Source: an optimization exercise on an open RTL-to-GDS flow (aim: small area and a short achievable clock period). Production flows keep margins and buffers that such runs may drop.
The RTL was checked by simulation tests, not by an equivalence proof against the original design.
Power is estimated from default activity; no workload was simulated.

<file path="flow/design.v">
`timescale 1ns / 1ps
module ALU_DIVSTEP #(parameter J = 0) (r, b, q, ro);
input  [7:0] r, b;
output       q;
output [7:0] ro;
localparam W = 8 - J;
wire [W-1:0] x = r[7:J];
wire [W-1:0] y = b[W-1:0];
wire bz;
generate
	if (J == 0) begin : nz
		assign bz = 1'b1;
	end else begin : hz
		assign bz = ~|b[7:W];
	end
endgenerate
wire [W-1:0] G [0:3];
wire [W-1:0] L [0:3];
assign G[0] = x & ~y;
assign L[0] = ~x & y;
genvar k, i;
generate
	for (k = 0; k < 3; k = k + 1) begin : lvl
		for (i = 0; i < W; i = i + 1) begin : bt
			if (((i >> k) & 1) == 1) begin : cmb
				localparam integer P = ((i >> k) << k) - 1;
				assign G[k+1][i] = G[k][i] | (~L[k][i] & G[k][P]);
				assign L[k+1][i] = L[k][i] | (~G[k][i] & L[k][P]);
			end else begin : pas
				assign G[k+1][i] = G[k][i];
				assign L[k+1][i] = L[k][i];
			end
		end
	end
endgenerate
assign q = bz & ~L[3][W-1];
generate
	if (W == 1) begin : w1
		assign ro[7:J] = x ^ (q & y);
	end else begin : wn
		assign ro[7:J] = x ^ ({W{q}} & (y ^ {L[3][W-2:0], 1'b0}));
	end
	if (J > 0) begin : lo
		assign ro[J-1:0] = r[J-1:0];
	end
endgenerate
endmodule
module ALU(a,b,s,out);
input [7:0] a,b;
input [3:0] s;
output [7:0] out;
reg [7:0] out;
always@(*)
begin
	case(s)
	4'd0: out=a+b;
	4'd1: out=a-b;
	4'd2: out=a*b;
	4'd4: out=a&b;
	4'd5: out=a|b;
	4'd6: out=a^b;
	4'd7: out=~(a^b);
	default: out=8'd0;
	endcase
end
endmodule
`timescale 1ns / 1ps
module alu_top(clk,a,b,s,out);
input clk;
input [7:0] a,b;
input [3:0] s;
output [7:0] out;
wire [7:0] r7;
wire q7;
ALU_DIVSTEP #(7) d7(.r(a), .b(b), .q(q7), .ro(r7));
wire [7:0] r6;
wire q6;
ALU_DIVSTEP #(6) d6(.r(r7), .b(b), .q(q6), .ro(r6));
wire [7:0] r5;
wire q5;
ALU_DIVSTEP #(5) d5(.r(r6), .b(b), .q(q5), .ro(r5));
reg [7:0] a_q, b_q;
reg [3:0] s_q;
reg [7:5] rh_q;
reg [2:0] qh_q;
always@(posedge clk)begin
	a_q<=a;
	b_q<=b;
	s_q<=s;
	rh_q<=r5[7:5];
	qh_q<={q7,q6,q5};
end
wire [7:0] r1_in = {rh_q, a_q[4:0]};
wire [7:0] r4;
wire q4;
ALU_DIVSTEP #(4) d4(.r(r1_in), .b(b_q), .q(q4), .ro(r4));
wire [7:0] r3;
wire q3;
ALU_DIVSTEP #(3) d3(.r(r4), .b(b_q), .q(q3), .ro(r3));
wire [7:0] r2;
wire q2;
ALU_DIVSTEP #(2) d2(.r(r3), .b(b_q), .q(q2), .ro(r2));
wire [7:0] r1;
wire q1;
ALU_DIVSTEP #(1) d1(.r(r2), .b(b_q), .q(q1), .ro(r1));
wire [7:0] other;
ALU u_alu(.a(a_q),.b(b_q),.s(s_q),.out(other));
wire isdiv = (s_q == 4'd3);
wire [7:0] qsofar = {qh_q,q4,q3,q2,q1,1'b0};
reg [7:0] res_q;
reg [7:0] rem_q, bl_q;
reg dv_q;
always@(posedge clk)begin
	res_q<=isdiv ? qsofar : other;
	rem_q<=r1;
	bl_q<=b_q;
	dv_q<=isdiv;
end
wire [7:0] x0;
wire lq0;
ALU_DIVSTEP #(0) e0(.r(rem_q), .b(bl_q), .q(lq0), .ro(x0));
assign out = {res_q[7:1], res_q[0:0] | ({1{dv_q}} & {lq0})};
endmodule
</file>
<file path="flow/flow/run.sh">
#!/bin/bash
# The standard layout (standard.sh), with one change to synthesis: ABC maps
# with a delay-driven script (flow/abc_speed.script) in place of ORFS's, and
# full adders are not extracted before ABC, so ABC can restructure them.
# The scripts folder is a copy of ORFS's with only abc_speed.script replaced.
set -euo pipefail
W=$(pwd)
S=$W/scripts_own
rm -rf "$S"
cp -r "$FLOW_HOME/scripts" "$S"
cp "$W/flow/abc_speed.script" "$S/abc_speed.script"
bash "$W/standard.sh" "SCRIPTS_DIR=$S" "ADDER_MAP_FILE=" finish > "$W/flow_make.log" 2>&1
</file>
<file path="flow/flow/abc_speed.script">
strash
dch
map -D 2500
topo
buffer -p
upsize -D 2500
dnsize -D 2500
</file>
<file path="flow/standard.sh">
#!/bin/bash
# synth_recipe.tcl (not shown) runs the flow's synth.tcl, then flattens the netlist and writes it again
# the make line also repeats each setting of config.mk as NAME=value (left out here)
make -C /OpenROAD-flow-scripts/flow DESIGN_CONFIG=/design/flow/config.mk WORK_HOME=/design/flow/orfs CLKGATE_MAP_FILE= SYNTH_SCRIPT=/design/flow/synth_recipe.tcl "${@:-finish}"
</file>
<file path="flow/config.mk">
export PLATFORM = sky130hd
export DESIGN_NAME = alu_top
export DESIGN_NICKNAME = alu_top
export VERILOG_FILES = /design/flow/design.v
export SDC_FILE = /design/flow/constraint.sdc
export NUM_CORES = 4
export LEC_CHECK = 0
export CAP_MARGIN = 80
export CORE_MARGIN = 2
export CORE_UTILIZATION = 40
export SETUP_SLACK_MARGIN = 5
export SLEW_MARGIN = 80
</file>
<file path="flow/constraint.sdc">
create_clock -name core_clock -period 10.5 [get_ports {clk}]
set_input_delay 2.1000 -clock core_clock [delete_from_list [all_inputs] [get_ports {clk}]]
set_output_delay 2.1000 -clock core_clock [all_outputs]
set_load 0.01 [all_outputs]
</file>
==> metrics.md <==
| Metric | Value |
|---|---|
| Clock Tree Root | clkbuf_8 |
| Final worst path period share | 0.4617 |
| Post-synthesis sequential area ratio | 0.2392 |
| Leakage power | around 2.2 nW |
| FP Rows | 37 |
| Synth top cells by count | nand2_1 (178), nor2_1 (97), inv_1 (77), nand3_1 (65), dfxtp_1 (51) |
| Met2 usage | 0.3689 |
| Post-CTS Hold Buffers | 0 |
| CTS tree | done |
| Placed cells | 845 |
| Final cell count without fillers | between 800 and 900 |
| PostCTS Resize Cnt | 0 |
| Flop2flop setup slack | 5.65 ns |
| Period minus WS final | 4.848 ns |
| Die area | 11520 um2 |
| Hold Crit Class | flop to flop |
| Worst-skew pair later-pin latency | 0.31 ns |
| CP max stage delay | 0.31 ns |
| Post-synthesis register bit count | 51 |
| Clock Path Buffers | 2 |
| First-pass GRT wire length | 21200 um |
| IO Count | 29 |
| CP max stage cell | dfxtp_1 |
| Syn Inst Count | 692 |
| Syn avg cell area | 6.169 um2 |
| CTS sink cnt | 51 |
| Met3 usage | 0.03329 |
| Most used cell, CP | nand2_1 |
| Starting Density | 0.4135 |
| Pin count of the biggest net entering global routing | 20 |
| GR peak layer | met2 |
| Grt ovf | 0 |
| Synth Net Count | 713 |
| Leading area contributor after synthesis | dfxtp_1 |
| Final Hold Viols | 0 |
| Num CTS Buffers | 5 |
| Achievable Freq | 206.3 MHz |
| Post-Route WL | ~13000 um |
| Vias/cell | 5.443 |
| Die width | 107.3 um |
| Fin Setup TNS | 0 ns |
| Slew headroom | 0.8004 |
| CTS H-tree lvls | 2 |
| CP Class | flop to flop |
| Run status | timing/DRC/antenna clean |
| Pwr Density | about 110 nW/um2 |
| Area growth syn-to-layout | 16.85% |
| ANT nets after route | 0 |
| NumNets Final | 740 |
| Antenna cells | 0 |
| Synth area leaders | dfxtp_1 (24%), nand2_1 (16%), nor2_1 (8.5%) |
| Clock skew | 0.01130 ns |
| Worst-path clk slew | 0.10 ns |
| Max_cap viols | 0 |
| Initial DRT Pass Iterations | 7 |
| Startpoint types | flop |
| Worst path required time | around 11 ns |
| IO Port Bufs | 28 |
| Most frequent cell after synthesis | nand2_1 |
| Crit end category | flop |
| Core area | slightly above 10000 um2 |
| Setup Fix Bufs, Post-CTS | 0 |
| Finished Core Util | 0.4832 |
| Max-slew violations | 0 |
| Routed vias | 4659 |
| Worst-Margin Slew | ~0.3 ns |
| Total Routing Usage GR | 0.2330 |
| Initial antenna violation count | 0 |
| Post-detail-place hpwl | approximately 10000 um |
| Yosys cell types | 55 |
| Post-Syn Area | 4269 um2 |
| DR iter-0 viols | 430 |
| Vias in the first global route | about 4300 |
| Worst vdd ir | between 60 and 70 uV |
| WL/cell | 15.22 um |
| Data arrival, critical path | 5.11 ns |
| Share of the synthesized area in the top cell type | 0.2392 |
| Final setup violation count | 0 |
| Yosys warning count | 10 |
| Max Fanout on Critical Path | 13 |
| Post-synth EDFFs | 0 |
| DRC | 0 |
| Main synth FF type | dfxtp_1 |
| Gpl congestion | 0.9163 |
| Layout cell share with drive strength beyond 1 | 0.1236 |
| Fraction of registers with async set/reset | 0 |
| RSZ-0062 raised after global routing | no |
| Die height | 107.3 um |
| GR met1 Demand/Resource | 0.3271 |
## cell families (layout without fill, tap and decap cells)
logic type | Yosys count | count (layout) | synth area share
buffers and inverters | 105 | 133 | 0.09994
AOI/OAI and AO/OA | 117 | 117 | 0.2019
and+or+nand+nor | 384 | 384 | 0.3872
DFF | 51 | 51 | 0.2392
xor gates and xnor gates | 35 | 35 | 0.07181
## per-stage QoR
stage | setup slack (ns) | hold slack, ns | area [um2] | total power [mW]
finish | 5.652 | 0.4545 | 4989 | 0.5664
CTS | 5.721 | 0.4577 | 4865 | 0.5600
global route | 5.289 | 0.4702 | 4989 | 0.6067
detailed placement | 5.410 | 0.4453 | 4757 | 0.4308
floorplan | 6.509 | 0.3258 | 4269 | 0.3759
global placement | 5.558 | 0.4391 | 4623 | 0.4246
## final timing paths
| path | endpoint | cells past startpoint | start |
|---|---|---|---|
| setup / recovery | rem_q[2]$_DFF_P_ | 29 | b_q[4]$_DFF_P_ |
| hold / removal | bl_q[7]$_DFF_P_ | 0 | b_q[7]$_DFF_P_ |
| setup reg to reg | rem_q[2]$_DFF_P_ | 29 | b_q[4]$_DFF_P_ |
| hold reg to reg | bl_q[7]$_DFF_P_ | 0 | b_q[7]$_DFF_P_ |
## cells in the final DEF, fill, tap and decap left out, types with 4 or more instances in the layout
master	Yosys	routed
a21oi_2	0	4
dfxtp_4	0	4
a21oi_1	23	19
inv_2	6	7
o22ai_1	10	10
xor2_1	26	24
a31oi_4	3	4
dfxtp_2	0	6
nor2_2	1	5
a31oi_1	7	4
o21ai_0	27	22
nand3_1	65	64
o21ai_1	5	9
inv_1	77	71
o21bai_1	7	7
clkdlybuf4s50_1	0	28
dfxtp_1	51	41
or2_2	6	6
buf_1	2	7
nand3_2	4	5
nand2_1	178	177
nand4_1	23	23
nor2_1	97	93
clkbuf_8	0	5
xnor2_1	9	9
## flip-flops by register name, indices dropped and copies added (netlist names)
name / cells
b_q: 8
rem_q: 8
qh_q: 3
s_q: 4
a_q: 8
dv_q: 1
res_q: 8
rh_q: 3
bl_q: 8
## power by group
| part | total (mW) | switching, mW | leakage [nW] | internal [mW] |
|---|---|---|---|---|
| Sequential | 0.224 | 0.0155 | 0.430 | 0.208 |
| Clock | 0.128 | 0.0666 | 0.0563 | 0.0614 |
| Combinational | 0.215 | 0.133 | 1.74 | 0.0814 |
## critical path: cells and delay by family (launching register included)
kind,cells,cell delay [ns]
AO/OA/AOI/OAI,8,1.57
buffers and inverters,7,1.17
flip-flops,1,0.31
AND/OR/NAND/NOR,14,1.72
## layout make-up
class,count,area (um2)
clock buffer,6,93.84
clock inverter,2,13.76
fill,1064,5335
inverter,84,325.3
multi-input combinational,536,2994
sequential,51,1044
tap,136,170.2
timing repair buffer,41,347.8
## metal layers
layer  wire, um  vias to the layer above  share of wire
met4        396                        0          0.030
met3        883                       39          0.068
li1           -                     2353              -
met5          0                        -              0
met2       5759                      180           0.44
met1       5989                     2087           0.46

-- afterwards: timing with drivers on the ports --
In the flow no input, the clock included, has a driving cell. The finished layout below was timed again as built, in two steps. Step 1: set_driving_cell puts a clkbuf_16 on clk and a buf_2 on each other input, an assumption about the parent block. Step 2, shift: input delay + t, output delay - t, t = (earliest + latest rising clock arrival at the registers) / 2. This alone moves slack from input paths to output paths. Slacks: ideal / step 1 / step 2; pairs: ideal / step 1.
shift t [ns]: 0.342
setup slack, ns: 5.652 / 5.652 / 5.369
worst register clock-pin slew, ns: 0.10 / 0.10
After both steps this run still meets setup and hold. The setup slack of this run moves by 0.000 ns with the drivers and by -0.283 ns with both steps.
